Source: an optimization exercise on an open RTL-to-GDS flow (aim: small area). Production flows keep margins and buffers that such runs may drop. The RTL was checked by simulation tests, not by an equivalence proof against the original design.

## flow/design.v (module list and top-level ports; edited modules follow where they fit)
// module top: 58 lines
// module dly: 19 lines
// module tdl: 15 lines
// module fmul: 596 lines
// module gk_fast: 131 lines
// module gk_small: 137 lines
// module cu: 86 lines
// module padd: 35 lines
// module CORDIC_ARRAY: 48 lines
// module BACKSUB: 64 lines
// module rcp: 53 lines
module top (
  input         Clk,
  input         Reset,   
  input         InValid,
  input  [19:0] InData1,
  input  [19:0] InData2,
  input  [19:0] InData3,
  input  [19:0] InData4,
  output        OutValid,
  output [19:0] OutData1,
  output [19:0] OutData2,
  output [19:0] OutData3,
  output [19:0] OutData4
);
  // ...
==> flow/run.sh <==
#!/bin/bash
# synth_recipe.tcl (not shown) runs the flow's synth.tcl, then flattens the netlist and writes it again
# the make line also repeats each setting of config.mk as NAME=value (left out here)
make -C /OpenROAD-flow-scripts/flow DESIGN_CONFIG=/design/flow/config.mk WORK_HOME=/design/flow/orfs CLKGATE_MAP_FILE= SYNTH_SCRIPT=/design/flow/synth_recipe.tcl finish
==> flow/config.mk <==
export PLATFORM = sky130hd
export DESIGN_NAME = top
export DESIGN_NICKNAME = top
export VERILOG_FILES = /design/flow/design.v
export SDC_FILE = /design/flow/constraint.sdc
export NUM_CORES = 8
export LEC_CHECK = 0
export ABC_AREA = 1
export CAP_MARGIN = 20
export CORE_MARGIN = 2
export CORE_UTILIZATION = 40
export SLEW_MARGIN = 20
==> flow/constraint.sdc <==
create_clock -name core_clock -period 11.0 [get_ports {Clk}]
set_input_delay 2.2000 -clock core_clock [delete_from_list [all_inputs] [get_ports {Clk}]]
set_output_delay 2.2000 -clock core_clock [all_outputs]
set_load 0.01 [all_outputs]
==> metrics.csv, run 1 <==
metric,value,unit
Most Crowded Layer GR,met2,
Die Wd,900,microns
post-CTS setup buffers,0,
status,"complete, no violations",
CP max FO,34,
initial antenna violation count,16,
Util after Layout,44.0,%
Seq area share,20.8,%
Hold Path Sink,bs.l1.r[88],
max-slew violations,0,
# diodes,10,
FFs & Latches,3538,
Placement Rows,329,
top-level I/O count,164,
non-clock buffer count,745,
reg2reg path depth,38,
Critical R2R Launch,tl[41],
family with the most delay on the worst path,adder cells,
Layout Cells excl Fill,53100,
CP bufs+invs,6,
Multi-input comb cells,29700,
critical path arrival,11.26,ns
met3 WL,36400,microns
H-tree depth,5,
xor-xnor portion of the synthesized cell area,7.31,%
multi-input logic portion of the cell area,61.3,%
M1 GR Usage,28.0,%
==> module fmul, before the edit <==
module fmul (input [19:0] a, input [19:0] b, output [19:0] p);
  wire neg0 = b[1];
  wire one0 = b[0] ^ 1'b0;
  wire two0 = (b[1] & ~b[0] & ~1'b0) | (~b[1] & b[0] & 1'b0);
  wire pp0_0 = ((one0 & a[0]) | (two0 & 1'b0)) ^ neg0;
  wire pp0_1 = ((one0 & a[1]) | (two0 & a[0])) ^ neg0;
  wire pp0_2 = ((one0 & a[2]) | (two0 & a[1])) ^ neg0;
  wire pp0_3 = ((one0 & a[3]) | (two0 & a[2])) ^ neg0;
  wire pp0_4 = ((one0 & a[4]) | (two0 & a[3])) ^ neg0;
  wire pp0_5 = ((one0 & a[5]) | (two0 & a[4])) ^ neg0;
  wire pp0_6 = ((one0 & a[6]) | (two0 & a[5])) ^ neg0;
  wire pp0_7 = ((one0 & a[7]) | (two0 & a[6])) ^ neg0;
  wire pp0_8 = ((one0 & a[8]) | (two0 & a[7])) ^ neg0;
  wire pp0_9 = ((one0 & a[9]) | (two0 & a[8])) ^ neg0;
  wire pp0_10 = ((one0 & a[10]) | (two0 & a[9])) ^ neg0;
  wire pp0_11 = ((one0 & a[11]) | (two0 & a[10])) ^ neg0;
  wire pp0_12 = ((one0 & a[12]) | (two0 & a[11])) ^ neg0;
  wire pp0_13 = ((one0 & a[13]) | (two0 & a[12])) ^ neg0;
  wire pp0_14 = ((one0 & a[14]) | (two0 & a[13])) ^ neg0;
  wire pp0_15 = ((one0 & a[15]) | (two0 & a[14])) ^ neg0;
  wire pp0_16 = ((one0 & a[16]) | (two0 & a[15])) ^ neg0;
  wire pp0_17 = ((one0 & a[17]) | (two0 & a[16])) ^ neg0;
  wire pp0_18 = ((one0 & a[18]) | (two0 & a[17])) ^ neg0;
  wire pp0_19 = ((one0 & a[19]) | (two0 & a[18])) ^ neg0;
  wire pp0_20 = ~(((one0 & a[19]) | (two0 & a[19])) ^ neg0);
  wire neg1 = b[3];
  wire one1 = b[2] ^ b[1];
  wire two1 = (b[3] & ~b[2] & ~b[1]) | (~b[3] & b[2] & b[1]);
  wire pp1_0 = ((one1 & a[0]) | (two1 & 1'b0)) ^ neg1;
  wire pp1_1 = ((one1 & a[1]) | (two1 & a[0])) ^ neg1;
  wire pp1_2 = ((one1 & a[2]) | (two1 & a[1])) ^ neg1;
  wire pp1_3 = ((one1 & a[3]) | (two1 & a[2])) ^ neg1;
  wire pp1_4 = ((one1 & a[4]) | (two1 & a[3])) ^ neg1;
  wire pp1_5 = ((one1 & a[5]) | (two1 & a[4])) ^ neg1;
  wire pp1_6 = ((one1 & a[6]) | (two1 & a[5])) ^ neg1;
  wire pp1_7 = ((one1 & a[7]) | (two1 & a[6])) ^ neg1;
  wire pp1_8 = ((one1 & a[8]) | (two1 & a[7])) ^ neg1;
  wire pp1_9 = ((one1 & a[9]) | (two1 & a[8])) ^ neg1;
  wire pp1_10 = ((one1 & a[10]) | (two1 & a[9])) ^ neg1;
  wire pp1_11 = ((one1 & a[11]) | (two1 & a[10])) ^ neg1;
  wire pp1_12 = ((one1 & a[12]) | (two1 & a[11])) ^ neg1;
  wire pp1_13 = ((one1 & a[13]) | (two1 & a[12])) ^ neg1;
  wire pp1_14 = ((one1 & a[14]) | (two1 & a[13])) ^ neg1;
  wire pp1_15 = ((one1 & a[15]) | (two1 & a[14])) ^ neg1;
  wire pp1_16 = ((one1 & a[16]) | (two1 & a[15])) ^ neg1;
  wire pp1_17 = ((one1 & a[17]) | (two1 & a[16])) ^ neg1;
  wire pp1_18 = ((one1 & a[18]) | (two1 & a[17])) ^ neg1;
  wire pp1_19 = ((one1 & a[19]) | (two1 & a[18])) ^ neg1;
  wire pp1_20 = ~(((one1 & a[19]) | (two1 & a[19])) ^ neg1);
  wire neg2 = b[5];
  wire one2 = b[4] ^ b[3];
  wire two2 = (b[5] & ~b[4] & ~b[3]) | (~b[5] & b[4] & b[3]);
  wire pp2_0 = ((one2 & a[0]) | (two2 & 1'b0)) ^ neg2;
  wire pp2_1 = ((one2 & a[1]) | (two2 & a[0])) ^ neg2;
  wire pp2_2 = ((one2 & a[2]) | (two2 & a[1])) ^ neg2;
  wire pp2_3 = ((one2 & a[3]) | (two2 & a[2])) ^ neg2;
  wire pp2_4 = ((one2 & a[4]) | (two2 & a[3])) ^ neg2;
  wire pp2_5 = ((one2 & a[5]) | (two2 & a[4])) ^ neg2;
  wire pp2_6 = ((one2 & a[6]) | (two2 & a[5])) ^ neg2;
  wire pp2_7 = ((one2 & a[7]) | (two2 & a[6])) ^ neg2;
  wire pp2_8 = ((one2 & a[8]) | (two2 & a[7])) ^ neg2;
  wire pp2_9 = ((one2 & a[9]) | (two2 & a[8])) ^ neg2;
  wire pp2_10 = ((one2 & a[10]) | (two2 & a[9])) ^ neg2;
  wire pp2_11 = ((one2 & a[11]) | (two2 & a[10])) ^ neg2;
  wire pp2_12 = ((one2 & a[12]) | (two2 & a[11])) ^ neg2;
  wire pp2_13 = ((one2 & a[13]) | (two2 & a[12])) ^ neg2;
  wire pp2_14 = ((one2 & a[14]) | (two2 & a[13])) ^ neg2;
  wire pp2_15 = ((one2 & a[15]) | (two2 & a[14])) ^ neg2;
  wire pp2_16 = ((one2 & a[16]) | (two2 & a[15])) ^ neg2;
  wire pp2_17 = ((one2 & a[17]) | (two2 & a[16])) ^ neg2;
  wire pp2_18 = ((one2 & a[18]) | (two2 & a[17])) ^ neg2;
  wire pp2_19 = ((one2 & a[19]) | (two2 & a[18])) ^ neg2;
  wire pp2_20 = ~(((one2 & a[19]) | (two2 & a[19])) ^ neg2);
  wire neg3 = b[7];
  wire one3 = b[6] ^ b[5];
  wire two3 = (b[7] & ~b[6] & ~b[5]) | (~b[7] & b[6] & b[5]);
  wire pp3_0 = ((one3 & a[0]) | (two3 & 1'b0)) ^ neg3;
  wire pp3_1 = ((one3 & a[1]) | (two3 & a[0])) ^ neg3;
  wire pp3_2 = ((one3 & a[2]) | (two3 & a[1])) ^ neg3;
  wire pp3_3 = ((one3 & a[3]) | (two3 & a[2])) ^ neg3;
  wire pp3_4 = ((one3 & a[4]) | (two3 & a[3])) ^ neg3;
  wire pp3_5 = ((one3 & a[5]) | (two3 & a[4])) ^ neg3;
  wire pp3_6 = ((one3 & a[6]) | (two3 & a[5])) ^ neg3;
  wire pp3_7 = ((one3 & a[7]) | (two3 & a[6])) ^ neg3;
  wire pp3_8 = ((one3 & a[8]) | (two3 & a[7])) ^ neg3;
  wire pp3_9 = ((one3 & a[9]) | (two3 & a[8])) ^ neg3;
  wire pp3_10 = ((one3 & a[10]) | (two3 & a[9])) ^ neg3;
  wire pp3_11 = ((one3 & a[11]) | (two3 & a[10])) ^ neg3;
  wire pp3_12 = ((one3 & a[12]) | (two3 & a[11])) ^ neg3;
  wire pp3_13 = ((one3 & a[13]) | (two3 & a[12])) ^ neg3;
  wire pp3_14 = ((one3 & a[14]) | (two3 & a[13])) ^ neg3;
  wire pp3_15 = ((one3 & a[15]) | (two3 & a[14])) ^ neg3;
  wire pp3_16 = ((one3 & a[16]) | (two3 & a[15])) ^ neg3;
  wire pp3_17 = ((one3 & a[17]) | (two3 & a[16])) ^ neg3;
  wire pp3_18 = ((one3 & a[18]) | (two3 & a[17])) ^ neg3;
  wire pp3_19 = ((one3 & a[19]) | (two3 & a[18])) ^ neg3;
  wire pp3_20 = ~(((one3 & a[19]) | (two3 & a[19])) ^ neg3);
  wire neg4 = b[9];
  wire one4 = b[8] ^ b[7];
  wire two4 = (b[9] & ~b[8] & ~b[7]) | (~b[9] & b[8] & b[7]);
  wire pp4_0 = ((one4 & a[0]) | (two4 & 1'b0)) ^ neg4;
  wire pp4_1 = ((one4 & a[1]) | (two4 & a[0])) ^ neg4;
  wire pp4_2 = ((one4 & a[2]) | (two4 & a[1])) ^ neg4;
  wire pp4_3 = ((one4 & a[3]) | (two4 & a[2])) ^ neg4;
  wire pp4_4 = ((one4 & a[4]) | (two4 & a[3])) ^ neg4;
  wire pp4_5 = ((one4 & a[5]) | (two4 & a[4])) ^ neg4;
  wire pp4_6 = ((one4 & a[6]) | (two4 & a[5])) ^ neg4;
  wire pp4_7 = ((one4 & a[7]) | (two4 & a[6])) ^ neg4;
  wire pp4_8 = ((one4 & a[8]) | (two4 & a[7])) ^ neg4;
  wire pp4_9 = ((one4 & a[9]) | (two4 & a[8])) ^ neg4;
  wire pp4_10 = ((one4 & a[10]) | (two4 & a[9])) ^ neg4;
  wire pp4_11 = ((one4 & a[11]) | (two4 & a[10])) ^ neg4;
  wire pp4_12 = ((one4 & a[12]) | (two4 & a[11])) ^ neg4;
  wire pp4_13 = ((one4 & a[13]) | (two4 & a[12])) ^ neg4;
  wire pp4_14 = ((one4 & a[14]) | (two4 & a[13])) ^ neg4;
  wire pp4_15 = ((one4 & a[15]) | (two4 & a[14])) ^ neg4;
  wire pp4_16 = ((one4 & a[16]) | (two4 & a[15])) ^ neg4;
  wire pp4_17 = ((one4 & a[17]) | (two4 & a[16])) ^ neg4;
  wire pp4_18 = ((one4 & a[18]) | (two4 & a[17])) ^ neg4;
  wire pp4_19 = ((one4 & a[19]) | (two4 & a[18])) ^ neg4;
  wire pp4_20 = ~(((one4 & a[19]) | (two4 & a[19])) ^ neg4);
  wire neg5 = b[11];
  wire one5 = b[10] ^ b[9];
  wire two5 = (b[11] & ~b[10] & ~b[9]) | (~b[11] & b[10] & b[9]);
  wire pp5_0 = ((one5 & a[0]) | (two5 & 1'b0)) ^ neg5;
  wire pp5_1 = ((one5 & a[1]) | (two5 & a[0])) ^ neg5;
  wire pp5_2 = ((one5 & a[2]) | (two5 & a[1])) ^ neg5;
  wire pp5_3 = ((one5 & a[3]) | (two5 & a[2])) ^ neg5;
  wire pp5_4 = ((one5 & a[4]) | (two5 & a[3])) ^ neg5;
  wire pp5_5 = ((one5 & a[5]) | (two5 & a[4])) ^ neg5;
  wire pp5_6 = ((one5 & a[6]) | (two5 & a[5])) ^ neg5;
  wire pp5_7 = ((one5 & a[7]) | (two5 & a[6])) ^ neg5;
  wire pp5_8 = ((one5 & a[8]) | (two5 & a[7])) ^ neg5;
  wire pp5_9 = ((one5 & a[9]) | (two5 & a[8])) ^ neg5;
  wire pp5_10 = ((one5 & a[10]) | (two5 & a[9])) ^ neg5;
  wire pp5_11 = ((one5 & a[11]) | (two5 & a[10])) ^ neg5;
  wire pp5_12 = ((one5 & a[12]) | (two5 & a[11])) ^ neg5;
  wire pp5_13 = ((one5 & a[13]) | (two5 & a[12])) ^ neg5;
  wire pp5_14 = ((one5 & a[14]) | (two5 & a[13])) ^ neg5;
  wire pp5_15 = ((one5 & a[15]) | (two5 & a[14])) ^ neg5;
  wire pp5_16 = ((one5 & a[16]) | (two5 & a[15])) ^ neg5;
  wire pp5_17 = ((one5 & a[17]) | (two5 & a[16])) ^ neg5;
  wire pp5_18 = ((one5 & a[18]) | (two5 & a[17])) ^ neg5;
  wire pp5_19 = ((one5 & a[19]) | (two5 & a[18])) ^ neg5;
  wire pp5_20 = ~(((one5 & a[19]) | (two5 & a[19])) ^ neg5);
  wire neg6 = b[13];
  wire one6 = b[12] ^ b[11];
  wire two6 = (b[13] & ~b[12] & ~b[11]) | (~b[13] & b[12] & b[11]);
  wire pp6_0 = ((one6 & a[0]) | (two6 & 1'b0)) ^ neg6;
  wire pp6_1 = ((one6 & a[1]) | (two6 & a[0])) ^ neg6;
  wire pp6_2 = ((one6 & a[2]) | (two6 & a[1])) ^ neg6;
  wire pp6_3 = ((one6 & a[3]) | (two6 & a[2])) ^ neg6;
  wire pp6_4 = ((one6 & a[4]) | (two6 & a[3])) ^ neg6;
  wire pp6_5 = ((one6 & a[5]) | (two6 & a[4])) ^ neg6;
  wire pp6_6 = ((one6 & a[6]) | (two6 & a[5])) ^ neg6;
  wire pp6_7 = ((one6 & a[7]) | (two6 & a[6])) ^ neg6;
  wire pp6_8 = ((one6 & a[8]) | (two6 & a[7])) ^ neg6;
  wire pp6_9 = ((one6 & a[9]) | (two6 & a[8])) ^ neg6;
  wire pp6_10 = ((one6 & a[10]) | (two6 & a[9])) ^ neg6;
  wire pp6_11 = ((one6 & a[11]) | (two6 & a[10])) ^ neg6;
  wire pp6_12 = ((one6 & a[12]) | (two6 & a[11])) ^ neg6;
  wire pp6_13 = ((one6 & a[13]) | (two6 & a[12])) ^ neg6;
  wire pp6_14 = ((one6 & a[14]) | (two6 & a[13])) ^ neg6;
  wire pp6_15 = ((one6 & a[15]) | (two6 & a[14])) ^ neg6;
  wire pp6_16 = ((one6 & a[16]) | (two6 & a[15])) ^ neg6;
  wire pp6_17 = ((one6 & a[17]) | (two6 & a[16])) ^ neg6;
  wire pp6_18 = ((one6 & a[18]) | (two6 & a[17])) ^ neg6;
  wire pp6_19 = ((one6 & a[19]) | (two6 & a[18])) ^ neg6;
  wire pp6_20 = ~(((one6 & a[19]) | (two6 & a[19])) ^ neg6);
  wire neg7 = b[15];
  wire one7 = b[14] ^ b[13];
  wire two7 = (b[15] & ~b[14] & ~b[13]) | (~b[15] & b[14] & b[13]);
  wire pp7_0 = ((one7 & a[0]) | (two7 & 1'b0)) ^ neg7;
  wire pp7_1 = ((one7 & a[1]) | (two7 & a[0])) ^ neg7;
  wire pp7_2 = ((one7 & a[2]) | (two7 & a[1])) ^ neg7;
  wire pp7_3 = ((one7 & a[3]) | (two7 & a[2])) ^ neg7;
  wire pp7_4 = ((one7 & a[4]) | (two7 & a[3])) ^ neg7;
  wire pp7_5 = ((one7 & a[5]) | (two7 & a[4])) ^ neg7;
  wire pp7_6 = ((one7 & a[6]) | (two7 & a[5])) ^ neg7;
  wire pp7_7 = ((one7 & a[7]) | (two7 & a[6])) ^ neg7;
  wire pp7_8 = ((one7 & a[8]) | (two7 & a[7])) ^ neg7;
  wire pp7_9 = ((one7 & a[9]) | (two7 & a[8])) ^ neg7;
  wire pp7_10 = ((one7 & a[10]) | (two7 & a[9])) ^ neg7;
  wire pp7_11 = ((one7 & a[11]) | (two7 & a[10])) ^ neg7;
  wire pp7_12 = ((one7 & a[12]) | (two7 & a[11])) ^ neg7;
  wire pp7_13 = ((one7 & a[13]) | (two7 & a[12])) ^ neg7;
  wire pp7_14 = ((one7 & a[14]) | (two7 & a[13])) ^ neg7;
  wire pp7_15 = ((one7 & a[15]) | (two7 & a[14])) ^ neg7;
  wire pp7_16 = ((one7 & a[16]) | (two7 & a[15])) ^ neg7;
  wire pp7_17 = ((one7 & a[17]) | (two7 & a[16])) ^ neg7;
  wire pp7_18 = ((one7 & a[18]) | (two7 & a[17])) ^ neg7;
  wire pp7_19 = ((one7 & a[19]) | (two7 & a[18])) ^ neg7;
  wire pp7_20 = ~(((one7 & a[19]) | (two7 & a[19])) ^ neg7);
  wire neg8 = b[17];
  wire one8 = b[16] ^ b[15];
  wire two8 = (b[17] & ~b[16] & ~b[15]) | (~b[17] & b[16] & b[15]);
  wire pp8_0 = ((one8 & a[0]) | (two8 & 1'b0)) ^ neg8;
  wire pp8_1 = ((one8 & a[1]) | (two8 & a[0])) ^ neg8;
  wire pp8_2 = ((one8 & a[2]) | (two8 & a[1])) ^ neg8;
  wire pp8_3 = ((one8 & a[3]) | (two8 & a[2])) ^ neg8;
  wire pp8_4 = ((one8 & a[4]) | (two8 & a[3])) ^ neg8;
  wire pp8_5 = ((one8 & a[5]) | (two8 & a[4])) ^ neg8;
  wire pp8_6 = ((one8 & a[6]) | (two8 & a[5])) ^ neg8;
  wire pp8_7 = ((one8 & a[7]) | (two8 & a[6])) ^ neg8;
  wire pp8_8 = ((one8 & a[8]) | (two8 & a[7])) ^ neg8;
  wire pp8_9 = ((one8 & a[9]) | (two8 & a[8])) ^ neg8;
  wire pp8_10 = ((one8 & a[10]) | (two8 & a[9])) ^ neg8;
  wire pp8_11 = ((one8 & a[11]) | (two8 & a[10])) ^ neg8;
  wire pp8_12 = ((one8 & a[12]) | (two8 & a[11])) ^ neg8;
  wire pp8_13 = ((one8 & a[13]) | (two8 & a[12])) ^ neg8;
  wire pp8_14 = ((one8 & a[14]) | (two8 & a[13])) ^ neg8;
  wire pp8_15 = ((one8 & a[15]) | (two8 & a[14])) ^ neg8;
  wire pp8_16 = ((one8 & a[16]) | (two8 & a[15])) ^ neg8;
  wire pp8_17 = ((one8 & a[17]) | (two8 & a[16])) ^ neg8;
  wire pp8_18 = ((one8 & a[18]) | (two8 & a[17])) ^ neg8;
  wire pp8_19 = ((one8 & a[19]) | (two8 & a[18])) ^ neg8;
  wire pp8_20 = ~(((one8 & a[19]) | (two8 & a[19])) ^ neg8);
  wire neg9 = b[19];
  wire one9 = b[18] ^ b[17];
  wire two9 = (b[19] & ~b[18] & ~b[17]) | (~b[19] & b[18] & b[17]);
  wire pp9_0 = ((one9 & a[0]) | (two9 & 1'b0)) ^ neg9;
  wire pp9_1 = ((one9 & a[1]) | (two9 & a[0])) ^ neg9;
  wire pp9_2 = ((one9 & a[2]) | (two9 & a[1])) ^ neg9;
  wire pp9_3 = ((one9 & a[3]) | (two9 & a[2])) ^ neg9;
  wire pp9_4 = ((one9 & a[4]) | (two9 & a[3])) ^ neg9;
  wire pp9_5 = ((one9 & a[5]) | (two9 & a[4])) ^ neg9;
  wire pp9_6 = ((one9 & a[6]) | (two9 & a[5])) ^ neg9;
  wire pp9_7 = ((one9 & a[7]) | (two9 & a[6])) ^ neg9;
  wire pp9_8 = ((one9 & a[8]) | (two9 & a[7])) ^ neg9;
  wire pp9_9 = ((one9 & a[9]) | (two9 & a[8])) ^ neg9;
  wire pp9_10 = ((one9 & a[10]) | (two9 & a[9])) ^ neg9;
  wire pp9_11 = ((one9 & a[11]) | (two9 & a[10])) ^ neg9;
  wire pp9_12 = ((one9 & a[12]) | (two9 & a[11])) ^ neg9;
  wire pp9_13 = ((one9 & a[13]) | (two9 & a[12])) ^ neg9;
  wire pp9_14 = ((one9 & a[14]) | (two9 & a[13])) ^ neg9;
  wire pp9_15 = ((one9 & a[15]) | (two9 & a[14])) ^ neg9;
  wire pp9_16 = ((one9 & a[16]) | (two9 & a[15])) ^ neg9;
  wire pp9_17 = ((one9 & a[17]) | (two9 & a[16])) ^ neg9;
  wire pp9_18 = ((one9 & a[18]) | (two9 & a[17])) ^ neg9;
  wire pp9_19 = ((one9 & a[19]) | (two9 & a[18])) ^ neg9;
  wire pp9_20 = ~(((one9 & a[19]) | (two9 & a[19])) ^ neg9);
  wire m_1 = pp0_16 ^ pp1_14;
  wire m_2 = pp0_16 & pp1_14;
  wire m_3 = pp0_17 ^ pp1_15;
  wire m_4 = pp0_17 & pp1_15;
  wire m_5 = pp0_18 ^ pp1_16 ^ pp2_14;
  wire m_6 = (pp0_18 & pp1_16) | (pp0_18 & pp2_14) | (pp1_16 & pp2_14);
  wire m_7 = pp3_12 ^ pp4_10;
  wire m_8 = pp3_12 & pp4_10;
  wire m_9 = pp0_19 ^ pp1_17 ^ pp2_15;
  wire m_10 = (pp0_19 & pp1_17) | (pp0_19 & pp2_15) | (pp1_17 & pp2_15);
  wire m_11 = pp3_13 ^ pp4_11;
  wire m_12 = pp3_13 & pp4_11;
  wire m_13 = pp0_20 ^ pp1_18 ^ pp2_16;
  wire m_14 = (pp0_20 & pp1_18) | (pp0_20 & pp2_16) | (pp1_18 & pp2_16);
  wire m_15 = pp3_14 ^ pp4_12 ^ pp5_10;
  wire m_16 = (pp3_14 & pp4_12) | (pp3_14 & pp5_10) | (pp4_12 & pp5_10);
  wire m_17 = pp1_19 ^ pp2_17 ^ pp3_15;
  wire m_18 = (pp1_19 & pp2_17) | (pp1_19 & pp3_15) | (pp2_17 & pp3_15);
  wire m_19 = pp4_13 ^ pp5_11;
  wire m_20 = pp4_13 & pp5_11;
  wire m_21 = pp1_20 ^ pp2_18 ^ pp3_16;
  wire m_22 = (pp1_20 & pp2_18) | (pp1_20 & pp3_16) | (pp2_18 & pp3_16);
  wire m_23 = pp2_19 ^ pp3_17;
  wire m_24 = pp2_19 & pp3_17;
  wire m_25 = pp0_10 ^ pp1_8;
  wire m_26 = pp0_10 & pp1_8;
  wire m_27 = pp0_11 ^ pp1_9;
  wire m_28 = pp0_11 & pp1_9;
  wire m_29 = pp0_12 ^ pp1_10 ^ pp2_8;
  wire m_30 = (pp0_12 & pp1_10) | (pp0_12 & pp2_8) | (pp1_10 & pp2_8);
  wire m_31 = pp3_6 ^ pp4_4;
  wire m_32 = pp3_6 & pp4_4;
  wire m_33 = pp0_13 ^ pp1_11 ^ pp2_9;
  wire m_34 = (pp0_13 & pp1_11) | (pp0_13 & pp2_9) | (pp1_11 & pp2_9);
  wire m_35 = pp3_7 ^ pp4_5;
  wire m_36 = pp3_7 & pp4_5;
  wire m_37 = pp0_14 ^ pp1_12 ^ pp2_10;
  wire m_38 = (pp0_14 & pp1_12) | (pp0_14 & pp2_10) | (pp1_12 & pp2_10);
  wire m_39 = pp3_8 ^ pp4_6 ^ pp5_4;
  wire m_40 = (pp3_8 & pp4_6) | (pp3_8 & pp5_4) | (pp4_6 & pp5_4);
  wire m_41 = pp6_2 ^ pp7_0;
  wire m_42 = pp6_2 & pp7_0;
  wire m_43 = pp0_15 ^ pp1_13 ^ pp2_11;
  wire m_44 = (pp0_15 & pp1_13) | (pp0_15 & pp2_11) | (pp1_13 & pp2_11);
  wire m_45 = pp3_9 ^ pp4_7 ^ pp5_5;
  wire m_46 = (pp3_9 & pp4_7) | (pp3_9 & pp5_5) | (pp4_7 & pp5_5);
  wire m_47 = pp6_3 ^ pp7_1;
  wire m_48 = pp6_3 & pp7_1;
  wire m_49 = pp2_12 ^ pp3_10 ^ pp4_8;
  wire m_50 = (pp2_12 & pp3_10) | (pp2_12 & pp4_8) | (pp3_10 & pp4_8);
  wire m_51 = pp5_6 ^ pp6_4 ^ pp7_2;
  wire m_52 = (pp5_6 & pp6_4) | (pp5_6 & pp7_2) | (pp6_4 & pp7_2);
  wire m_53 = pp8_0 ^ neg8 ^ m_1;
  wire m_54 = (pp8_0 & neg8) | (pp8_0 & m_1) | (neg8 & m_1);
  wire m_55 = pp2_13 ^ pp3_11 ^ pp4_9;
  wire m_56 = (pp2_13 & pp3_11) | (pp2_13 & pp4_9) | (pp3_11 & pp4_9);
  wire m_57 = pp5_7 ^ pp6_5 ^ pp7_3;
  wire m_58 = (pp5_7 & pp6_5) | (pp5_7 & pp7_3) | (pp6_5 & pp7_3);
  wire m_59 = pp8_1 ^ m_2 ^ m_3;
  wire m_60 = (pp8_1 & m_2) | (pp8_1 & m_3) | (m_2 & m_3);
  wire m_61 = pp5_8 ^ pp6_6 ^ pp7_4;
  wire m_62 = (pp5_8 & pp6_6) | (pp5_8 & pp7_4) | (pp6_6 & pp7_4);
  wire m_63 = pp8_2 ^ pp9_0 ^ neg9;
  wire m_64 = (pp8_2 & pp9_0) | (pp8_2 & neg9) | (pp9_0 & neg9);
  wire m_65 = m_4 ^ m_5 ^ m_7;
  wire m_66 = (m_4 & m_5) | (m_4 & m_7) | (m_5 & m_7);
  wire m_67 = pp5_9 ^ pp6_7 ^ pp7_5;
  wire m_68 = (pp5_9 & pp6_7) | (pp5_9 & pp7_5) | (pp6_7 & pp7_5);
  wire m_69 = pp8_3 ^ pp9_1 ^ m_6;
  wire m_70 = (pp8_3 & pp9_1) | (pp8_3 & m_6) | (pp9_1 & m_6);
  wire m_71 = m_8 ^ m_9 ^ m_11;
  wire m_72 = (m_8 & m_9) | (m_8 & m_11) | (m_9 & m_11);
  wire m_73 = pp6_8 ^ pp7_6 ^ pp8_4;
  wire m_74 = (pp6_8 & pp7_6) | (pp6_8 & pp8_4) | (pp7_6 & pp8_4);
  wire m_75 = pp9_2 ^ 1'b1 ^ m_10;
  wire m_76 = (pp9_2 & 1'b1) | (pp9_2 & m_10) | (1'b1 & m_10);
  wire m_77 = m_12 ^ m_13 ^ m_15;
  wire m_78 = (m_12 & m_13) | (m_12 & m_15) | (m_13 & m_15);
  wire m_79 = pp6_9 ^ pp7_7 ^ pp8_5;
  wire m_80 = (pp6_9 & pp7_7) | (pp6_9 & pp8_5) | (pp7_7 & pp8_5);
  wire m_81 = pp9_3 ^ 1'b1 ^ m_14;
  wire m_82 = (pp9_3 & 1'b1) | (pp9_3 & m_14) | (1'b1 & m_14);
  wire m_83 = m_16 ^ m_17 ^ m_19;
  wire m_84 = (m_16 & m_17) | (m_16 & m_19) | (m_17 & m_19);
  wire m_85 = pp4_14 ^ pp5_12 ^ pp6_10;
  wire m_86 = (pp4_14 & pp5_12) | (pp4_14 & pp6_10) | (pp5_12 & pp6_10);
  wire m_87 = pp7_8 ^ pp8_6 ^ pp9_4;
  wire m_88 = (pp7_8 & pp8_6) | (pp7_8 & pp9_4) | (pp8_6 & pp9_4);
  wire m_89 = m_18 ^ m_20 ^ m_21;
  wire m_90 = (m_18 & m_20) | (m_18 & m_21) | (m_20 & m_21);
  wire m_91 = pp4_15 ^ pp5_13 ^ pp6_11;
  wire m_92 = (pp4_15 & pp5_13) | (pp4_15 & pp6_11) | (pp5_13 & pp6_11);
  wire m_93 = pp7_9 ^ pp8_7 ^ pp9_5;
  wire m_94 = (pp7_9 & pp8_7) | (pp7_9 & pp9_5) | (pp8_7 & pp9_5);
  wire m_95 = 1'b1 ^ m_22 ^ m_23;
  wire m_96 = (1'b1 & m_22) | (1'b1 & m_23) | (m_22 & m_23);
  wire m_97 = pp2_20 ^ pp3_18 ^ pp4_16;
  wire m_98 = (pp2_20 & pp3_18) | (pp2_20 & pp4_16) | (pp3_18 & pp4_16);
  wire m_99 = pp5_14 ^ pp6_12 ^ pp7_10;
  wire m_100 = (pp5_14 & pp6_12) | (pp5_14 & pp7_10) | (pp6_12 & pp7_10);
  wire m_101 = pp8_8 ^ pp9_6 ^ m_24;
  wire m_102 = (pp8_8 & pp9_6) | (pp8_8 & m_24) | (pp9_6 & m_24);
  wire m_103 = pp3_19 ^ pp4_17 ^ pp5_15;
  wire m_104 = (pp3_19 & pp4_17) | (pp3_19 & pp5_15) | (pp4_17 & pp5_15);
  wire m_105 = pp6_13 ^ pp7_11 ^ pp8_9;
  wire m_106 = (pp6_13 & pp7_11) | (pp6_13 & pp8_9) | (pp7_11 & pp8_9);
  wire m_107 = pp9_7 ^ 1'b1;
  wire m_108 = pp9_7 & 1'b1;
  wire m_109 = pp3_20 ^ pp4_18 ^ pp5_16;
  wire m_110 = (pp3_20 & pp4_18) | (pp3_20 & pp5_16) | (pp4_18 & pp5_16);
  wire m_111 = pp6_14 ^ pp7_12 ^ pp8_10;
  wire m_112 = (pp6_14 & pp7_12) | (pp6_14 & pp8_10) | (pp7_12 & pp8_10);
  wire m_113 = pp4_19 ^ pp5_17 ^ pp6_15;
  wire m_114 = (pp4_19 & pp5_17) | (pp4_19 & pp6_15) | (pp5_17 & pp6_15);
  wire m_115 = pp7_13 ^ pp8_11;
  wire m_116 = pp7_13 & pp8_11;
  wire m_117 = pp4_20 ^ pp5_18 ^ pp6_16;
  wire m_118 = (pp4_20 & pp5_18) | (pp4_20 & pp6_16) | (pp5_18 & pp6_16);
  wire m_119 = pp5_19 ^ pp6_17;
  wire m_120 = pp5_19 & pp6_17;
  wire m_121 = pp0_6 ^ pp1_4;
  wire m_122 = pp0_6 & pp1_4;
  wire m_123 = pp0_7 ^ pp1_5;
  wire m_124 = pp0_7 & pp1_5;
  wire m_125 = pp0_8 ^ pp1_6 ^ pp2_4;
  wire m_126 = (pp0_8 & pp1_6) | (pp0_8 & pp2_4) | (pp1_6 & pp2_4);
  wire m_127 = pp3_2 ^ pp4_0;
  wire m_128 = pp3_2 & pp4_0;
  wire m_129 = pp0_9 ^ pp1_7 ^ pp2_5;
  wire m_130 = (pp0_9 & pp1_7) | (pp0_9 & pp2_5) | (pp1_7 & pp2_5);
  wire m_131 = pp3_3 ^ pp4_1;
  wire m_132 = pp3_3 & pp4_1;
  wire m_133 = pp2_6 ^ pp3_4 ^ pp4_2;
  wire m_134 = (pp2_6 & pp3_4) | (pp2_6 & pp4_2) | (pp3_4 & pp4_2);
  wire m_135 = pp5_0 ^ neg5 ^ m_25;
  wire m_136 = (pp5_0 & neg5) | (pp5_0 & m_25) | (neg5 & m_25);
  wire m_137 = pp2_7 ^ pp3_5 ^ pp4_3;
  wire m_138 = (pp2_7 & pp3_5) | (pp2_7 & pp4_3) | (pp3_5 & pp4_3);
  wire m_139 = pp5_1 ^ m_26 ^ m_27;
  wire m_140 = (pp5_1 & m_26) | (pp5_1 & m_27) | (m_26 & m_27);
  wire m_141 = pp5_2 ^ pp6_0 ^ neg6;
  wire m_142 = (pp5_2 & pp6_0) | (pp5_2 & neg6) | (pp6_0 & neg6);
  wire m_143 = m_28 ^ m_29 ^ m_31;
  wire m_144 = (m_28 & m_29) | (m_28 & m_31) | (m_29 & m_31);
  wire m_145 = pp5_3 ^ pp6_1 ^ m_30;
  wire m_146 = (pp5_3 & pp6_1) | (pp5_3 & m_30) | (pp6_1 & m_30);
  wire m_147 = m_32 ^ m_33 ^ m_35;
  wire m_148 = (m_32 & m_33) | (m_32 & m_35) | (m_33 & m_35);
  wire m_149 = neg7 ^ m_34 ^ m_36;
  wire m_150 = (neg7 & m_34) | (neg7 & m_36) | (m_34 & m_36);
  wire m_151 = m_37 ^ m_39 ^ m_41;
  wire m_152 = (m_37 & m_39) | (m_37 & m_41) | (m_39 & m_41);
  wire m_153 = m_38 ^ m_40 ^ m_42;
  wire m_154 = (m_38 & m_40) | (m_38 & m_42) | (m_40 & m_42);
  wire m_155 = m_43 ^ m_45 ^ m_47;
  wire m_156 = (m_43 & m_45) | (m_43 & m_47) | (m_45 & m_47);
  wire m_157 = m_44 ^ m_46 ^ m_48;
  wire m_158 = (m_44 & m_46) | (m_44 & m_48) | (m_46 & m_48);
  wire m_159 = m_49 ^ m_51 ^ m_53;
  wire m_160 = (m_49 & m_51) | (m_49 & m_53) | (m_51 & m_53);
  wire m_161 = m_50 ^ m_52 ^ m_54;
  wire m_162 = (m_50 & m_52) | (m_50 & m_54) | (m_52 & m_54);
  wire m_163 = m_55 ^ m_57 ^ m_59;
  wire m_164 = (m_55 & m_57) | (m_55 & m_59) | (m_57 & m_59);
  wire m_165 = m_56 ^ m_58 ^ m_60;
  wire m_166 = (m_56 & m_58) | (m_56 & m_60) | (m_58 & m_60);
  wire m_167 = m_61 ^ m_63 ^ m_65;
  wire m_168 = (m_61 & m_63) | (m_61 & m_65) | (m_63 & m_65);
  wire m_169 = m_62 ^ m_64 ^ m_66;
  wire m_170 = (m_62 & m_64) | (m_62 & m_66) | (m_64 & m_66);
  wire m_171 = m_67 ^ m_69 ^ m_71;
  wire m_172 = (m_67 & m_69) | (m_67 & m_71) | (m_69 & m_71);
  wire m_173 = m_68 ^ m_70 ^ m_72;
  wire m_174 = (m_68 & m_70) | (m_68 & m_72) | (m_70 & m_72);
  wire m_175 = m_73 ^ m_75 ^ m_77;
  wire m_176 = (m_73 & m_75) | (m_73 & m_77) | (m_75 & m_77);
  wire m_177 = m_74 ^ m_76 ^ m_78;
  wire m_178 = (m_74 & m_76) | (m_74 & m_78) | (m_76 & m_78);
  wire m_179 = m_79 ^ m_81 ^ m_83;
  wire m_180 = (m_79 & m_81) | (m_79 & m_83) | (m_81 & m_83);
  wire m_181 = m_80 ^ m_82 ^ m_84;
  wire m_182 = (m_80 & m_82) | (m_80 & m_84) | (m_82 & m_84);
  wire m_183 = m_85 ^ m_87 ^ m_89;
  wire m_184 = (m_85 & m_87) | (m_85 & m_89) | (m_87 & m_89);
  wire m_185 = m_86 ^ m_88 ^ m_90;
  wire m_186 = (m_86 & m_88) | (m_86 & m_90) | (m_88 & m_90);
  wire m_187 = m_91 ^ m_93 ^ m_95;
  wire m_188 = (m_91 & m_93) | (m_91 & m_95) | (m_93 & m_95);
  wire m_189 = m_92 ^ m_94 ^ m_96;
  wire m_190 = (m_92 & m_94) | (m_92 & m_96) | (m_94 & m_96);
  wire m_191 = m_97 ^ m_99 ^ m_101;
  wire m_192 = (m_97 & m_99) | (m_97 & m_101) | (m_99 & m_101);
  wire m_193 = m_98 ^ m_100 ^ m_102;
  wire m_194 = (m_98 & m_100) | (m_98 & m_102) | (m_100 & m_102);
  wire m_195 = m_103 ^ m_105 ^ m_107;
  wire m_196 = (m_103 & m_105) | (m_103 & m_107) | (m_105 & m_107);
  wire m_197 = pp9_8 ^ m_104 ^ m_106;
  wire m_198 = (pp9_8 & m_104) | (pp9_8 & m_106) | (m_104 & m_106);
  wire m_199 = m_108 ^ m_109 ^ m_111;
  wire m_200 = (m_108 & m_109) | (m_108 & m_111) | (m_109 & m_111);
  wire m_201 = pp9_9 ^ 1'b1 ^ m_110;
  wire m_202 = (pp9_9 & 1'b1) | (pp9_9 & m_110) | (1'b1 & m_110);
  wire m_203 = m_112 ^ m_113 ^ m_115;
  wire m_204 = (m_112 & m_113) | (m_112 & m_115) | (m_113 & m_115);
  wire m_205 = pp7_14 ^ pp8_12 ^ pp9_10;
  wire m_206 = (pp7_14 & pp8_12) | (pp7_14 & pp9_10) | (pp8_12 & pp9_10);
  wire m_207 = m_114 ^ m_116 ^ m_117;
  wire m_208 = (m_114 & m_116) | (m_114 & m_117) | (m_116 & m_117);
  wire m_209 = pp7_15 ^ pp8_13 ^ pp9_11;
  wire m_210 = (pp7_15 & pp8_13) | (pp7_15 & pp9_11) | (pp8_13 & pp9_11);
  wire m_211 = 1'b1 ^ m_118 ^ m_119;
  wire m_212 = (1'b1 & m_118) | (1'b1 & m_119) | (m_118 & m_119);
  wire m_213 = pp5_20 ^ pp6_18 ^ pp7_16;
  wire m_214 = (pp5_20 & pp6_18) | (pp5_20 & pp7_16) | (pp6_18 & pp7_16);
  wire m_215 = pp8_14 ^ pp9_12 ^ m_120;
  wire m_216 = (pp8_14 & pp9_12) | (pp8_14 & m_120) | (pp9_12 & m_120);
  wire m_217 = pp6_19 ^ pp7_17 ^ pp8_15;
  wire m_218 = (pp6_19 & pp7_17) | (pp6_19 & pp8_15) | (pp7_17 & pp8_15);
  wire m_219 = pp9_13 ^ 1'b1;
  wire m_220 = pp9_13 & 1'b1;
  wire m_221 = pp6_20 ^ pp7_18 ^ pp8_16;
  wire m_222 = (pp6_20 & pp7_18) | (pp6_20 & pp8_16) | (pp7_18 & pp8_16);
  wire m_223 = pp7_19 ^ pp8_17;
  wire m_224 = pp7_19 & pp8_17;
  wire m_225 = pp0_4 ^ pp1_2;
  wire m_226 = pp0_4 & pp1_2;
  wire m_227 = pp0_5 ^ pp1_3;
  wire m_228 = pp0_5 & pp1_3;
  wire m_229 = pp2_2 ^ pp3_0 ^ neg3;
  wire m_230 = (pp2_2 & pp3_0) | (pp2_2 & neg3) | (pp3_0 & neg3);
  wire m_231 = pp2_3 ^ pp3_1 ^ m_122;
  wire m_232 = (pp2_3 & pp3_1) | (pp2_3 & m_122) | (pp3_1 & m_122);
  wire m_233 = neg4 ^ m_124 ^ m_125;
  wire m_234 = (neg4 & m_124) | (neg4 & m_125) | (m_124 & m_125);
  wire m_235 = m_126 ^ m_128 ^ m_129;
  wire m_236 = (m_126 & m_128) | (m_126 & m_129) | (m_128 & m_129);
  wire m_237 = m_130 ^ m_132 ^ m_133;
  wire m_238 = (m_130 & m_132) | (m_130 & m_133) | (m_132 & m_133);
  wire m_239 = m_134 ^ m_136 ^ m_137;
  wire m_240 = (m_134 & m_136) | (m_134 & m_137) | (m_136 & m_137);
  wire m_241 = m_138 ^ m_140 ^ m_141;
  wire m_242 = (m_138 & m_140) | (m_138 & m_141) | (m_140 & m_141);
  wire m_243 = m_142 ^ m_144 ^ m_145;
  wire m_244 = (m_142 & m_144) | (m_142 & m_145) | (m_144 & m_145);
  wire m_245 = m_146 ^ m_148 ^ m_149;
  wire m_246 = (m_146 & m_148) | (m_146 & m_149) | (m_148 & m_149);
  wire m_247 = m_150 ^ m_152 ^ m_153;
  wire m_248 = (m_150 & m_152) | (m_150 & m_153) | (m_152 & m_153);
  wire m_249 = m_154 ^ m_156 ^ m_157;
  wire m_250 = (m_154 & m_156) | (m_154 & m_157) | (m_156 & m_157);
  wire m_251 = m_158 ^ m_160 ^ m_161;
  wire m_252 = (m_158 & m_160) | (m_158 & m_161) | (m_160 & m_161);
  wire m_253 = m_162 ^ m_164 ^ m_165;
  wire m_254 = (m_162 & m_164) | (m_162 & m_165) | (m_164 & m_165);
  wire m_255 = m_166 ^ m_168 ^ m_169;
  wire m_256 = (m_166 & m_168) | (m_166 & m_169) | (m_168 & m_169);
  wire m_257 = m_170 ^ m_172 ^ m_173;
  wire m_258 = (m_170 & m_172) | (m_170 & m_173) | (m_172 & m_173);
  wire m_259 = m_174 ^ m_176 ^ m_177;
  wire m_260 = (m_174 & m_176) | (m_174 & m_177) | (m_176 & m_177);
  wire m_261 = m_178 ^ m_180 ^ m_181;
  wire m_262 = (m_178 & m_180) | (m_178 & m_181) | (m_180 & m_181);
  wire m_263 = m_182 ^ m_184 ^ m_185;
  wire m_264 = (m_182 & m_184) | (m_182 & m_185) | (m_184 & m_185);
  wire m_265 = m_186 ^ m_188 ^ m_189;
  wire m_266 = (m_186 & m_188) | (m_186 & m_189) | (m_188 & m_189);
  wire m_267 = m_190 ^ m_192 ^ m_193;
  wire m_268 = (m_190 & m_192) | (m_190 & m_193) | (m_192 & m_193);
  wire m_269 = m_194 ^ m_196 ^ m_197;
  wire m_270 = (m_194 & m_196) | (m_194 & m_197) | (m_196 & m_197);
  wire m_271 = m_198 ^ m_200 ^ m_201;
  wire m_272 = (m_198 & m_200) | (m_198 & m_201) | (m_200 & m_201);
  wire m_273 = m_202 ^ m_204 ^ m_205;
  wire m_274 = (m_202 & m_204) | (m_202 & m_205) | (m_204 & m_205);
  wire m_275 = m_206 ^ m_208 ^ m_209;
  wire m_276 = (m_206 & m_208) | (m_206 & m_209) | (m_208 & m_209);
  wire m_277 = m_210 ^ m_212 ^ m_213;
  wire m_278 = (m_210 & m_212) | (m_210 & m_213) | (m_212 & m_213);
  wire m_279 = m_214 ^ m_216 ^ m_217;
  wire m_280 = (m_214 & m_216) | (m_214 & m_217) | (m_216 & m_217);
  wire m_281 = pp9_14 ^ m_218 ^ m_220;
  wire m_282 = (pp9_14 & m_218) | (pp9_14 & m_220) | (m_218 & m_220);
  wire m_283 = pp9_15 ^ 1'b1 ^ m_222;
  wire m_284 = (pp9_15 & 1'b1) | (pp9_15 & m_222) | (1'b1 & m_222);
  wire m_285 = pp7_20 ^ pp8_18 ^ pp9_16;
  wire m_286 = (pp7_20 & pp8_18) | (pp7_20 & pp9_16) | (pp8_18 & pp9_16);
  wire m_287 = pp0_2 ^ pp1_0;
  wire m_288 = pp0_2 & pp1_0;
  wire m_289 = pp0_3 ^ pp1_1;
  wire m_290 = pp0_3 & pp1_1;
  wire m_291 = pp2_0 ^ neg2 ^ m_225;
  wire m_292 = (pp2_0 & neg2) | (pp2_0 & m_225) | (neg2 & m_225);
  wire m_293 = pp2_1 ^ m_226 ^ m_227;
  wire m_294 = (pp2_1 & m_226) | (pp2_1 & m_227) | (m_226 & m_227);
  wire m_295 = m_121 ^ m_228 ^ m_229;
  wire m_296 = (m_121 & m_228) | (m_121 & m_229) | (m_228 & m_229);
  wire m_297 = m_123 ^ m_230 ^ m_231;
  wire m_298 = (m_123 & m_230) | (m_123 & m_231) | (m_230 & m_231);
  wire m_299 = m_127 ^ m_232 ^ m_233;
  wire m_300 = (m_127 & m_232) | (m_127 & m_233) | (m_232 & m_233);
  wire m_301 = m_131 ^ m_234 ^ m_235;
  wire m_302 = (m_131 & m_234) | (m_131 & m_235) | (m_234 & m_235);
  wire m_303 = m_135 ^ m_236 ^ m_237;
  wire m_304 = (m_135 & m_236) | (m_135 & m_237) | (m_236 & m_237);
  wire m_305 = m_139 ^ m_238 ^ m_239;
  wire m_306 = (m_139 & m_238) | (m_139 & m_239) | (m_238 & m_239);
  wire m_307 = m_143 ^ m_240 ^ m_241;
  wire m_308 = (m_143 & m_240) | (m_143 & m_241) | (m_240 & m_241);
  wire m_309 = m_147 ^ m_242 ^ m_243;
  wire m_310 = (m_147 & m_242) | (m_147 & m_243) | (m_242 & m_243);
  wire m_311 = m_151 ^ m_244 ^ m_245;
  wire m_312 = (m_151 & m_244) | (m_151 & m_245) | (m_244 & m_245);
  wire m_313 = m_155 ^ m_246 ^ m_247;
  wire m_314 = (m_155 & m_246) | (m_155 & m_247) | (m_246 & m_247);
  wire m_315 = m_159 ^ m_248 ^ m_249;
  wire m_316 = (m_159 & m_248) | (m_159 & m_249) | (m_248 & m_249);
  wire m_317 = m_163 ^ m_250 ^ m_251;
  wire m_318 = (m_163 & m_250) | (m_163 & m_251) | (m_250 & m_251);
  wire m_319 = m_167 ^ m_252 ^ m_253;
  wire m_320 = (m_167 & m_252) | (m_167 & m_253) | (m_252 & m_253);
  wire m_321 = m_171 ^ m_254 ^ m_255;
  wire m_322 = (m_171 & m_254) | (m_171 & m_255) | (m_254 & m_255);
  wire m_323 = m_175 ^ m_256 ^ m_257;
  wire m_324 = (m_175 & m_256) | (m_175 & m_257) | (m_256 & m_257);
  wire m_325 = m_179 ^ m_258 ^ m_259;
  wire m_326 = (m_179 & m_258) | (m_179 & m_259) | (m_258 & m_259);
  wire m_327 = m_183 ^ m_260 ^ m_261;
  wire m_328 = (m_183 & m_260) | (m_183 & m_261) | (m_260 & m_261);
  wire m_329 = m_187 ^ m_262 ^ m_263;
  wire m_330 = (m_187 & m_262) | (m_187 & m_263) | (m_262 & m_263);
  wire m_331 = m_191 ^ m_264 ^ m_265;
  wire m_332 = (m_191 & m_264) | (m_191 & m_265) | (m_264 & m_265);
  wire m_333 = m_195 ^ m_266 ^ m_267;
  wire m_334 = (m_195 & m_266) | (m_195 & m_267) | (m_266 & m_267);
  wire m_335 = m_199 ^ m_268 ^ m_269;
  wire m_336 = (m_199 & m_268) | (m_199 & m_269) | (m_268 & m_269);
  wire m_337 = m_203 ^ m_270 ^ m_271;
  wire m_338 = (m_203 & m_270) | (m_203 & m_271) | (m_270 & m_271);
  wire m_339 = m_207 ^ m_272 ^ m_273;
  wire m_340 = (m_207 & m_272) | (m_207 & m_273) | (m_272 & m_273);
  wire m_341 = m_211 ^ m_274 ^ m_275;
  wire m_342 = (m_211 & m_274) | (m_211 & m_275) | (m_274 & m_275);
  wire m_343 = m_215 ^ m_276 ^ m_277;
  wire m_344 = (m_215 & m_276) | (m_215 & m_277) | (m_276 & m_277);
  wire m_345 = m_219 ^ m_278 ^ m_279;
  wire m_346 = (m_219 & m_278) | (m_219 & m_279) | (m_278 & m_279);
  wire m_347 = m_221 ^ m_280 ^ m_281;
  wire m_348 = (m_221 & m_280) | (m_221 & m_281) | (m_280 & m_281);
  wire m_349 = m_223 ^ m_282 ^ m_283;
  wire m_350 = (m_223 & m_282) | (m_223 & m_283) | (m_282 & m_283);
  wire m_351 = m_224 ^ m_284 ^ m_285;
  wire m_352 = (m_224 & m_284) | (m_224 & m_285) | (m_284 & m_285);
  wire [34:0] s = {m_350, m_348, m_346, m_344, m_342, m_340, m_338, m_336, m_334, m_332, m_330, m_328, m_326, m_324, m_322, m_320, m_318, m_316, m_314, m_312, m_310, m_308, m_306, m_304, m_302, m_300, m_298, m_296, m_294, m_292, m_290, m_288, neg1, pp0_1, pp0_0} + {m_351, m_349, m_347, m_345, m_343, m_341, m_339, m_337, m_335, m_333, m_331, m_329, m_327, m_325, m_323, m_321, m_319, m_317, m_315, m_313, m_311, m_309, m_307, m_305, m_303, m_301, m_299, m_297, m_295, m_293, m_291, m_289, m_287, 1'b0, neg0};
  assign p = s[34:15];
endmodule
==> module BACKSUB, before the edit <==
module BACKSUB #(
  parameter T3 = 0, T5 = 0, T6 = 0, D = 4, TL = 64
) (
  input           Clk,
  input  [TL-1:0] vt,
  input  [19:0]   r1, r2, r3, r4,
  output          OutValid,
  output [19:0]   OutData1, OutData2, OutData3, OutData4
);
  localparam TA = T6 + 3 + D;           
  localparam N1 = TA + 5 - (T3 + 1);    
  localparam N2 = TA + 3 - (T5 + 2);    
  localparam N3 = TA + 1 - (T6 + 3);    
  wire [20*N1-1:0] d1;
  wire [20*N2-1:0] d2;
  wire [20*N3-1:0] d3;
  tdl #(20, N1) l1 (Clk, r1, d1);
  tdl #(20, N2) l2 (Clk, r2, d2);
  tdl #(20, N3) l3 (Clk, r3, d3);
  wire [19:0] R11 = d1[20*((T6+9)-(T3))-1 -: 20];
  wire [19:0] R12 = d1[20*((TA+5)-(T3+1))-1 -: 20];
  wire [19:0] R13 = d1[20*((TA+4)-(T3+2))-1 -: 20];
  wire [19:0] R14 = d1[20*((TA+2)-(T3+3))-1 -: 20];
  wire [19:0] z1  = d1[20*((TA+2)-(T3+4))-1 -: 20];
  wire [19:0] R22 = d2[20*((T6+7)-(T5+1))-1 -: 20];
  wire [19:0] R23 = d2[20*((TA+3)-(T5+2))-1 -: 20];
  wire [19:0] R24 = d2[20*((TA+3)-(T5+3))-1 -: 20];
  wire [19:0] z2  = d2[20*((TA+3)-(T5+4))-1 -: 20];
  wire [19:0] R33 = d3[20*((T6+5)-(T6+2))-1 -: 20];
  wire [19:0] R34 = d3[20*((TA+1)-(T6+3))-1 -: 20];
  wire [19:0] z3  = d3[20*((TA+1)-(T6+4))-1 -: 20];
  reg  [19:0] z4;
  always @(posedge Clk) if (vt[T6+4]) z4 <= r4;    
  wire s_r44 = vt[T6+3], s_r33 = vt[T6+5], s_r22 = vt[T6+7];
  wire [19:0] rin = s_r44 ? r4 : s_r33 ? R33 : s_r22 ? R22 : R11;
  wire [19:0] rout;
  rcp #(D) u_rcp (.Clk(Clk), .in(rin), .out(rout));
  wire t0 = vt[TA], t1 = vt[TA+1], t2 = vt[TA+2], t3 = vt[TA+3];
  wire t4 = vt[TA+4], t5 = vt[TA+5], t6 = vt[TA+6];
  reg [19:0] x4r, x3r, x2r, x1r, x4o, tr, acc;
  wire [19:0] ma1 = t3 ? x4r : rout;
  wire [19:0] ma2 = t0 ? z4 : t3 ? R24 : (t2 | t4) ? tr : acc;
  wire [19:0] mb1 = (t1 | t2) ? x4r : (t3 | t4) ? x3r : x2r;
  wire [19:0] mb2 = t1 ? R34 : t2 ? R14 : t3 ? R23 : t4 ? R13 : R12;
  wire [19:0] pa, pb;
  fmul ua (.a(ma1), .b(ma2), .p(pa));
  fmul ub (.a(mb1), .b(mb2), .p(pb));
  wire [19:0] base = t1 ? z3 : t2 ? z1 : t3 ? z2 : acc;
  wire [19:0] sub  = base - pb - (t3 ? pa : 20'd0);
  always @(posedge Clk) begin
    if (t0) x4r <= pa;
    if (t2) x3r <= pa;
    if (t4) x2r <= pa;
    if (t6) x1r <= pa;
    if (t5) x4o <= x4r;
    if (t1 | t3) tr <= sub;
    if (t2 | t4 | t5) acc <= sub;
  end
  assign OutValid = vt[TA+7];
  assign OutData1 = x1r;
  assign OutData2 = x2r;
  assign OutData3 = x3r;
  assign OutData4 = x4o;
endmodule
==> module rcp, before the edit <==
module rcp #(parameter D = 4) (
  input         Clk,
  input  [19:0] in,
  output [19:0] out
);
  localparam NI = 19;                   
  function integer seg0(input integer s); seg0 = (s * NI) / D; endfunction
  wire [19:0] rem [0:D];
  wire [18:0] quo [0:D];
  wire [19:0] dvs [0:D];
  wire        sgn [0:D];
  wire        sat [0:D];
  wire [19:0] ab = in[19] ? -in : in;
  assign rem[0] = 20'd4096;
  assign quo[0] = 19'd0;
  assign dvs[0] = ab;
  assign sgn[0] = in[19];
  assign sat[0] = (ab <= 20'd2048);
  genvar s, k;
  generate for (s = 0; s < D; s = s + 1) begin : sg
    localparam I0 = seg0(s);
    localparam I1 = seg0(s + 1);
    wire [19:0] r [I0:I1];
    wire [18:0] q [I0:I1];
    assign r[I0] = rem[s];
    assign q[I0] = quo[s];
    wire [19:0] dv = dvs[s];
    for (k = I0; k < I1; k = k + 1) begin : it
      localparam WK = (13 + k < 20) ? 13 + k : 20;
      wire [WK:0] t = {1'b0, r[k][WK-1:0]} - {1'b0, dv[WK-1:0]};
      wire hz = (WK < 20) ? ~|(dv >> WK) : 1'b1;
      wire qb = hz & ~t[WK];
      wire [19:0] rn = qb ? t[WK-1:0] : r[k][WK-1:0];
      assign r[k+1] = {rn[18:0], 1'b0};
      assign q[k+1] = q[k] | ({18'd0, qb} << (18 - k));
    end
    if (s < D - 1) begin : mid
      reg [19:0] r_rem, r_dvs;
      reg [18:0] r_quo;
      reg        r_sgn, r_sat;
      always @(posedge Clk) begin
        r_rem <= r[I1]; r_quo <= q[I1]; r_dvs <= dv; r_sgn <= sgn[s]; r_sat <= sat[s];
      end
      assign rem[s+1] = r_rem; assign quo[s+1] = r_quo; assign dvs[s+1] = r_dvs;
      assign sgn[s+1] = r_sgn; assign sat[s+1] = r_sat;
    end else begin : last
      reg [19:0] o;
      always @(posedge Clk)
        o <= sat[s] ? (sgn[s] ? 20'h80000 : 20'h7FFFF) : (sgn[s] ? -{1'b0, q[I1]} : {1'b0, q[I1]});
      assign out = o;
    end
  end endgenerate
endmodule
==> run 2: changes to the inputs <==
--- a/flow/design.v
+++ b/flow/design.v
@@ -683,7 +683,8 @@
   wire m_350 = (m_223 & m_282) | (m_223 & m_283) | (m_282 & m_283);
   wire m_351 = m_224 ^ m_284 ^ m_285;
   wire m_352 = (m_224 & m_284) | (m_224 & m_285) | (m_284 & m_285);
-  wire [34:0] s = {m_350, m_348, m_346, m_344, m_342, m_340, m_338, m_336, m_334, m_332, m_330, m_328, m_326, m_324, m_322, m_320, m_318, m_316, m_314, m_312, m_310, m_308, m_306, m_304, m_302, m_300, m_298, m_296, m_294, m_292, m_290, m_288, neg1, pp0_1, pp0_0} + {m_351, m_349, m_347, m_345, m_343, m_341, m_339, m_337, m_335, m_333, m_331, m_329, m_327, m_325, m_323, m_321, m_319, m_317, m_315, m_313, m_311, m_309, m_307, m_305, m_303, m_301, m_299, m_297, m_295, m_293, m_291, m_289, m_287, 1'b0, neg0};
+  wire [34:0] s;
+  padd #(35) fa ({m_350, m_348, m_346, m_344, m_342, m_340, m_338, m_336, m_334, m_332, m_330, m_328, m_326, m_324, m_322, m_320, m_318, m_316, m_314, m_312, m_310, m_308, m_306, m_304, m_302, m_300, m_298, m_296, m_294, m_292, m_290, m_288, neg1, pp0_1, pp0_0}, {m_351, m_349, m_347, m_345, m_343, m_341, m_339, m_337, m_335, m_333, m_331, m_329, m_327, m_325, m_323, m_321, m_319, m_317, m_315, m_313, m_311, m_309, m_307, m_305, m_303, m_301, m_299, m_297, m_295, m_293, m_291, m_289, m_287, 1'b0, neg0}, 1'b0, s);
   assign p = s[34:15];
 endmodule
 module gk_fast (input [19:0] v, output [19:0] g);
@@ -1171,7 +1172,12 @@
   fmul ua (.a(ma1), .b(ma2), .p(pa));
   fmul ub (.a(mb1), .b(mb2), .p(pb));
   wire [19:0] base = t1 ? z3 : t2 ? z1 : t3 ? z2 : acc;
-  wire [19:0] sub  = base - pb - (t3 ? pa : 20'd0);
+  wire [19:0] npa = ~(t3 ? pa : 20'd0);
+  wire [19:0] npb = ~pb;
+  wire [19:0] cs_s = base ^ npa ^ npb;
+  wire [19:0] cs_c = (base & npa) | (base & npb) | (npa & npb);
+  wire [19:0] sub;
+  padd #(20) u_sub (cs_s, {cs_c[18:0], 1'b1}, 1'b1, sub);
   always @(posedge Clk) begin
     if (t0) x4r <= pa;
     if (t2) x3r <= pa;
@@ -1216,7 +1222,8 @@
     wire [19:0] dv = dvs[s];
     for (k = I0; k < I1; k = k + 1) begin : it
       localparam WK = (13 + k < 20) ? 13 + k : 20;
-      wire [WK:0] t = {1'b0, r[k][WK-1:0]} - {1'b0, dv[WK-1:0]};
+      wire [WK:0] t;
+      padd #(WK+1) sb ({1'b0, r[k][WK-1:0]}, ~{1'b0, dv[WK-1:0]}, 1'b1, t);
       wire hz = (WK < 20) ? ~|(dv >> WK) : 1'b1;
       wire qb = hz & ~t[WK];
       wire [19:0] rn = qb ? t[WK-1:0] : r[k][WK-1:0];
==> metrics.csv, run 2 <==
metric,value,unit,change
GP Congestion,0.915,,
WS Path Type,flip-flop to flip-flop,,
Post-synth EDFFs,250,,
routed len/inst,16.2,microns,
CP max stage delay,0.59,ns,
endpoints failing hold,0,,
ANT nets after route,0,,
hold buffers post-CTS,0,,
H-tree depth,5,,unchanged
"Seq/Total Area, Yosys",23.2,%,
Largest regs,"bs.l1.r x480, bs.l2.r x300, arr.d_a4.s.r x240",,
Layout Cells excl Fill,52600,,-0.88%
number of port buffers,163,,
min-delay worst type,flip-flop to flip-flop,,
Die Wd,894,microns,-0.66%
placed cell area,0.335,sq mm,
CP max FO,19,,-44%
post-synthesis area per instance,7.72,sq um,
vias in the first global route,260000,,
Starting Density,40.2,%,
"Clk Latency, worst-skew pair",1.10,ns,
clk_skew,0.130,ns,
grt met2 use,37.8,%,
status,"complete, no violations",,
RSZ-0062 raised after global routing,true,,
setup tns final,0,ns,
ys flop type,dfxtp_1,,
share of flip-flops with an asynchronous set or reset,1.30,%,
CORE AREA,0.789,sq mm,
share of cells above drive strength 1,7.32,%,
grt ovf,0,,
CTS root buf,clkbuf_16,,
FF/Latch Area,0.0736,sq mm,
hold depth,0,,
post-route cell area,0.353,sq mm,
Critical R2R Launch,tl[40],,
vias per inst,4.96,,
fillcell total,78500,,
largest area contributor in the netlist,dfxtp_1,,
final net count,48000,,
DP Wirelength,707000,microns,
synth cell count leaders,"7699 x nand2_1, 7499 x inv_1, 4012 x ha_1",,
pin count of the biggest net entering global routing,54,,
Placement Rows,326,,-0.91%
most common cell in the netlist,nand2_1,,
die height,894,microns,
DRC errors left,0,,
synthesis-to-layout area growth,11.3,%,
Synth top area share,20.5,%,
multi-input logic area,0.214,sq mm,
Ys Warns,21,,
Num CTS Buffers,393,,
M3 GR Usage,1.93,%,
top-level I/O count,164,,unchanged
Num Clock Sinks,3538,,
initial antenna violation count,17,,+1
R2R Path End,bs.acc[15],,
Placement Setup Slack,-0.277,ns,
Synth area leaders,"dfxtp_1 20%, ha_1 16%, fa_1 13%, nand2_1 9.1%, inv_1 8.9%",,
Synth Register Bits,3538,,
element type at the critical path end,flip-flop,,
Least-Margin Pin Slew,1.04,ns,
Tcrit/Tclk final,94.0,%,
Most Crowded Layer GR,met2,,
"commonest non-fill, non-tap cell in the layout",nand2_1,,
fmax,96.7,MHz,
critical path arrival,11.17,ns,-0.09 ns
Mapped Cells,41000,,
max reg flops,480,,
Placed Cells,51800,,
"Reg clk slew, reported paths",0.06,ns,
DRT iter0 DRCs,14500,,
PnR worst setup slack,0.662,ns,
die area,0.799,sq mm,
Vias,261000,,
drt first pass iters,9,,
Hold Crit Start,arr.u3.pr[15].r.rx[9],,
Unique masters post-synth,86,,
clock buffer depth,4,,
Hold Path Sink,bs.l1.r[9],,
max-slew violations,0,,unchanged
TritonCTS clock tree,yes,,
R2R Setup Slk,0.66,ns,
M1 GR Usage,26.0,%,-2.0 points
reg2reg path depth,43,,+13%
"Cell Area, Synth",0.317,sq mm,
Max Cap Viol,0,,
final wirelength,851000,microns,
first-pass GRT wire length,1370000,microns,
Util after Layout,44.7,%,+0.64 points
crit-path most repeated cell,a21oi_1,,
Worst EP required,11.83,ns,
"commonest cells after routing, fill and taps aside","7617 x nand2_1, 7464 x inv_1, 3990 x ha_1",,
fin crit period,10.34,ns,
slowest cell on the critical path,fa_1,,
Worst setup SP type,flip-flop,,
Worst Hold Slack,0.240,ns,
syn_nets,47200,,
All-Layer GR Usage,20.7,%,
Max-slew headroom,29.7,%,
Top reg by flops,bs.l1.r,,
"Setup violations, final",0,,
run 2: cell types whose count changed after synthesis, moves of 73 or more:
cell     change
nor2_1      -86
fa_1        +73
o21ai_1    -137
a21oi_1    -197
or2_2       +81
run 2: cells by family after synthesis:
| family | count (synthesis) | synth area share, % |
|---|---|---|
| simple gates | 13600 | 18.3 |
| buf+inv | 8450 | 10.2 |
| compound gates | 6583 | 11.6 |
| fa+ha+maj | 6084 | 28.9 |
| flops | 3538 | 23.2 |
| xor+xnor | 2608 | 7.21 |
| mux | 193 | 0.610 |
run 2: layout make-up:
cell class / instances / share of cell area (%)
flip-flops and latches: 3538 / 20.9
inverters: 7662 / 8.20
multi-input cells: 29000 / 60.6
well taps: 10500 / 3.73
clock buffers: 537 / 3.24
clock inverters: 189 / 0.688
repair buffers: 1159 / 2.67
diodes: 4 / 0.00284
repair inverters: 3 / 0.00639
run 2: critical path, delay by kind of cell (launching register included):
family	cells	cell delay, ns
adder cells (fa/ha/maj)	8	3.42
AO/OA/AOI/OAI	14	2.74
AND/OR/NAND/NOR	12	1.76
buffers and inverters	7	1.29
XOR/XNOR	2	0.46
flip-flops	1	0.40
run 2: per-layer routing:
| layer | wire length, microns | share of wire [%] |
|---|---|---|
| met1 | 371000 | 44 |
| met2 | 421000 | 49 |
| met4 | 27600 | 3.2 |
| met5 | 36 | 0.0042 |
| met3 | 31800 | 3.7 |
run 2: how the worst max path moves through the flow:
| stage | from | endpoint | slack (ns) | cells past startpoint |
|---|---|---|---|---|
| detailed placement | tl[27] | arr.u6.pr[5].r.ry[16] | -0.28 | 77 |
| finish | tl[40] | bs.acc[15] | 0.66 | 43 |
| floorplan | bs.u_rcp.sg[0].mid.r_dvs[2] | bs.u_rcp.sg[1].mid.r_rem[16] | 0.56 | 83 |
| global route | bs.u_rcp.sg[1].mid.r_dvs[2] | bs.u_rcp.sg[2].mid.r_rem[16] | -0.15 | 93 |
| global placement | bs.u_rcp.sg[0].mid.r_rem[1] | bs.u_rcp.sg[1].mid.r_rem[16] | -0.69 | 85 |
| CTS | tl[27] | arr.u6.pr[5].r.ry[19] | 0.006 | 78 |
run 2: repair_timing:
item	in CTS	in global routing
pin swaps	1	112
setup endpoints to repair	40	702
gates resized for setup	15	914
gates cloned	0	9
buffers inserted	2	135

[re-timing with driven ports]
The results above use ideal ports. As a check the final layouts listed here were re-extracted and re-timed, cells and wires unchanged. Step 1 (the two cells are an assumption about what drives the block):
set clk [get_ports {Clk}]
set_driving_cell -lib_cell sky130_fd_sc_hd__clkbuf_16 $clk
set_driving_cell -lib_cell sky130_fd_sc_hd__buf_2 [delete_from_list [all_inputs] $clk]
Step 2 moves the port delays by t, midway between the first and last clock arrival at a register: inputs arrive t later, outputs are due t later. That takes back most of the time a late clock gives input paths. Three values: no drivers, after step 1, after step 2; two values: the first two.
run	shift t [ns]	slack for setup (ns)	hold slack, ns	worst setup path at the end	clock arrival spread, ns
run 1	1.169	0.583 / 0.583 / 0.128	0.236 / 0.236 / 0.236	input to register	0.144 / 0.144
run 2	1.175	0.662 / 0.662 / 0.132	0.240 / 0.240 / 0.240	input to register	0.133 / 0.133
After both steps every run listed still meets setup and hold. For run 2, which loses most, drivers alone change the setup slack by 0.000 ns; drivers and shift together by -0.530 ns.
